This design comes from an exercise in tuning for small area and a short achievable clock period on the open sky130 flow, not from production work. The RTL was checked by simulation tests, not by an equivalence proof against the original design. Power is estimated from default activity; no workload was simulated.

Setup of v6:
## mac
module mac #(parameter DW=8,CW=19,ROW=7,COLUMN=7,OW=26
) (
    input [ROW*DW-1     : 0]        mac_m_data  ,
    input [COLUMN*DW-1  : 0]        w           ,
    input [ROW-1        : 0]        w_en        ,
    input [COLUMN*CW-1  : 0]        ci          ,
    output [COLUMN*OW-1 : 0]        mac_s_data  ,
    input clk,
    input rst_n
);
localparam [113:0] RV = {19'd502528, 19'd480768, 19'd459008, 19'd437248, 19'd415488, 19'd393728};
localparam [18:0]  RP = 19'd21760;
reg  [47:0]  xd1;        
reg  [55:0]  wd;         
reg  [5:0]   wed;        
reg  [6:0]   ld;         
reg  [47:0]  one, two, neg;   
reg  [391:0] wq;         
reg  [797:0] ss, sc;     
reg  [132:0] p6s, p6c;   
reg  [111:0] p6r;        
reg  [132:0] so;         
wire [797:0] ssn, scn;
wire [132:0] p6sn, p6cn, son;
wire [132:0] p6rn;
always @(posedge clk) begin
    xd1 <= mac_m_data[47:0];
    wd  <= w;
end
always @(posedge clk or negedge rst_n) begin
    if (!rst_n) begin
        wed <= 6'd0;
        ld  <= 7'd0;
    end else begin
        wed <= w_en[5:0];
        ld  <= ld | {w_en[6], wed};
    end
end
wire [55:0] w6 = w_en[6] ? w : (wq[391:336] & {56{ld[6]}});
genvar r, c, j, g;
generate
for (r = 0; r < 6; r = r + 1) begin : row
    wire       v  = ld[r] | wed[r];
    wire [8:0] xe = {xd1[8*r +: 8], 1'b0};
    for (g = 0; g < 2; g = g + 1) begin : grp
        for (j = 0; j < 4; j = j + 1) begin : dg
            wire b2 = xe[2*j+2], b1 = xe[2*j+1], b0 = xe[2*j];
            wire d1 = v & (b1 ^ b0);
            wire d2 = v & ((b2 & ~b1 & ~b0) | (~b2 & b1 & b0));
            wire d3 = v & b2;
            always @(posedge clk or negedge rst_n) begin
                if (!rst_n) begin
                    one[8*r+4*g+j] <= g[0];
                    two[8*r+4*g+j] <= g[0];
                    neg[8*r+4*g+j] <= g[0];
                end else begin
                    one[8*r+4*g+j] <= d1 ^ g[0];
                    two[8*r+4*g+j] <= d2 ^ g[0];
                    neg[8*r+4*g+j] <= d3 ^ g[0];
                end
            end
        end
    end
  ...
For scale: ~14000 cells after synthesis, roughly 440 I/O pins, ~170000 um^2 of cells after synthesis.
Settings: LEC_CHECK=0, CAP_MARGIN=20, CORE_MARGIN=2, CORE_UTILIZATION=60, PLACE_DENSITY=0.72, SETUP_SLACK_MARGIN=2.5, SLEW_MARGIN=20; clock period 5.5 ns.
run.sh (not shown) runs the stock make flow with config.mk's settings and CLKGATE_MAP_FILE= SYNTH_SCRIPT=/design/flow/synth_recipe.tcl, a recipe that flattens the netlist after the stock synthesis.
The inputs of v7 differ from those of v6 as listed below.
# v6
export LEC_CHECK = 0
export CAP_MARGIN = 20
export CORE_MARGIN = 2
export CORE_UTILIZATION = 60
export PLACE_DENSITY = 0.72
export SETUP_SLACK_MARGIN = 2.5
export SLEW_MARGIN = 20
create_clock -name core_clock -period 5.5 [get_ports {clk}]
# v7
export LEC_CHECK = 0
export CAP_MARGIN = 20
export CORE_MARGIN = 2
export CORE_UTILIZATION = 45
export PLACE_DENSITY = 0.6
export SETUP_SLACK_MARGIN = 2.5
export SLEW_MARGIN = 20
create_clock -name core_clock -period 5.5 [get_ports {clk}]
[summary]
Summary of v7 over v6: worst-margin pin slew higher; mean number of vias per cell decreased about 9%; number of rows created at floorplan now sits higher; relative contribution of sequential cells to total power shows a reduction of 0.4 points.
v7 ended with less global placement routability congestion than v6.
Delta (v7 minus v6): power density over cell area up about 0.4%, final area picked up an extra about 0.8%.

========
== violet ==
mac, a different RTL version from the one above (not shown whole).
Size in the first run: roughly 13000 cells after synthesis, ~440 I/O pins, roughly 160000 um2 of cells after synthesis.
// mac
module mac #(parameter DW=8,CW=19,ROW=7,COLUMN=7,OW=26
) (
    input [ROW*DW-1     : 0]        mac_m_data  ,
    input [COLUMN*DW-1  : 0]        w           ,
    input [ROW-1        : 0]        w_en        ,
    input [COLUMN*CW-1  : 0]        ci          ,
    output [COLUMN*OW-1 : 0]        mac_s_data  ,
    input clk,
    input rst_n
);
clock: 5.5 ns
lec_check: 0
cap_margin: 20
core_margin: 2
core_utilization: 55
place_density: 0.68
setup_slack_margin: 2.6
slew_margin: 20
standard.sh (not shown) runs the stock make flow with config.mk's settings and CLKGATE_MAP_FILE= SYNTH_SCRIPT=/design/flow/synth_recipe.tcl, a recipe that flattens the netlist after the stock synthesis.
==> flow/flow/run.sh <==
#!/bin/bash
# Own layout flow: the standard synthesis, then the full adders of the
# netlist are re-polarised to drop inverters (flow/polopt.py), then the standard flow's
# standard layout of that netlist, with plain buffers on the ports.
set -euo pipefail
cd "$(dirname "$0")/.."
RES=orfs/results/${FLOW_PLATFORM:-sky130hd}/mac/base
bash standard.sh synth > synth.log 2>&1
cp "$RES/1_2_yosys.v" "$RES/1_2_yosys_std.v"
python3 flow/polopt.py "$RES/1_2_yosys_std.v" "$RES/1_2_yosys.v" > polopt.log 2>&1
touch "$RES/1_2_yosys.v"
rm -f "$RES/1_synth.odb" "$RES/1_synth.sdc"
bash standard.sh synth > synth_odb.log 2>&1
bash standard.sh "BUFFER_PORTS_ARGS=-buffer_cell sky130_fd_sc_hd__buf_2" finish > layout.log 2>&1
test -s out/final.def
Other scripts of this flow, unchanged in this note and not shown: flow/flow/polopt.py
violet | status: complete | timing, DRC, antenna: pass
For ember, these inputs were changed with respect to violet:
- a change of PLACE_DENSITY from 0.68 to 0.65
- a change of CORE_UTILIZATION from 55 to 50
- a change of SETUP_SLACK_MARGIN from 2.6 to 2.7
--- outcome ---
- Of ember and violet, the run reporting the higher relative contribution of sequential cells to total power was violet.
- Number of well-tap cells placed in ember is 405 higher than in violet
- Data required time at the worst endpoint delta (ember -> violet): insignificant
- Taking violet as the reference, in ember maximum number of pins on one net before global-route repair has decreased, setup slack has decreased, detailed-route wire length has increased, combinational group share of total power has increased.

afterwards: timing with drivers on the ports:
No port has a modelled driver above. Below, the same layouts with a new extraction and two added sets of constraints. Step 1 assumes that a clkbuf_16 drives the clock port and a buf_2 every other input. Step 2 times the ports against the registers' clock, not the clock port: input delays grow and output delays shrink by t, the midpoint of the rising clock arrivals with the driver on. a / b / c = ideal / step 1 / step 2; a / b = the first two.
run	shift t [ns]	setup WS [ns]	worst slew at a driven data input, ns
v6	1.020	2.379 / 2.379 / 1.364	0.19
v7	1.026	2.396 / 2.396 / 1.457	0.19
violet	0.997	2.404 / 2.404 / 1.533	0.28
ember	1.036	2.320 / 2.320 / 1.384	0.48
After both steps every run listed still meets setup and hold. For v6, which loses most, drivers alone change the setup slack by 0.000 ns; drivers and shift together by -1.015 ns.
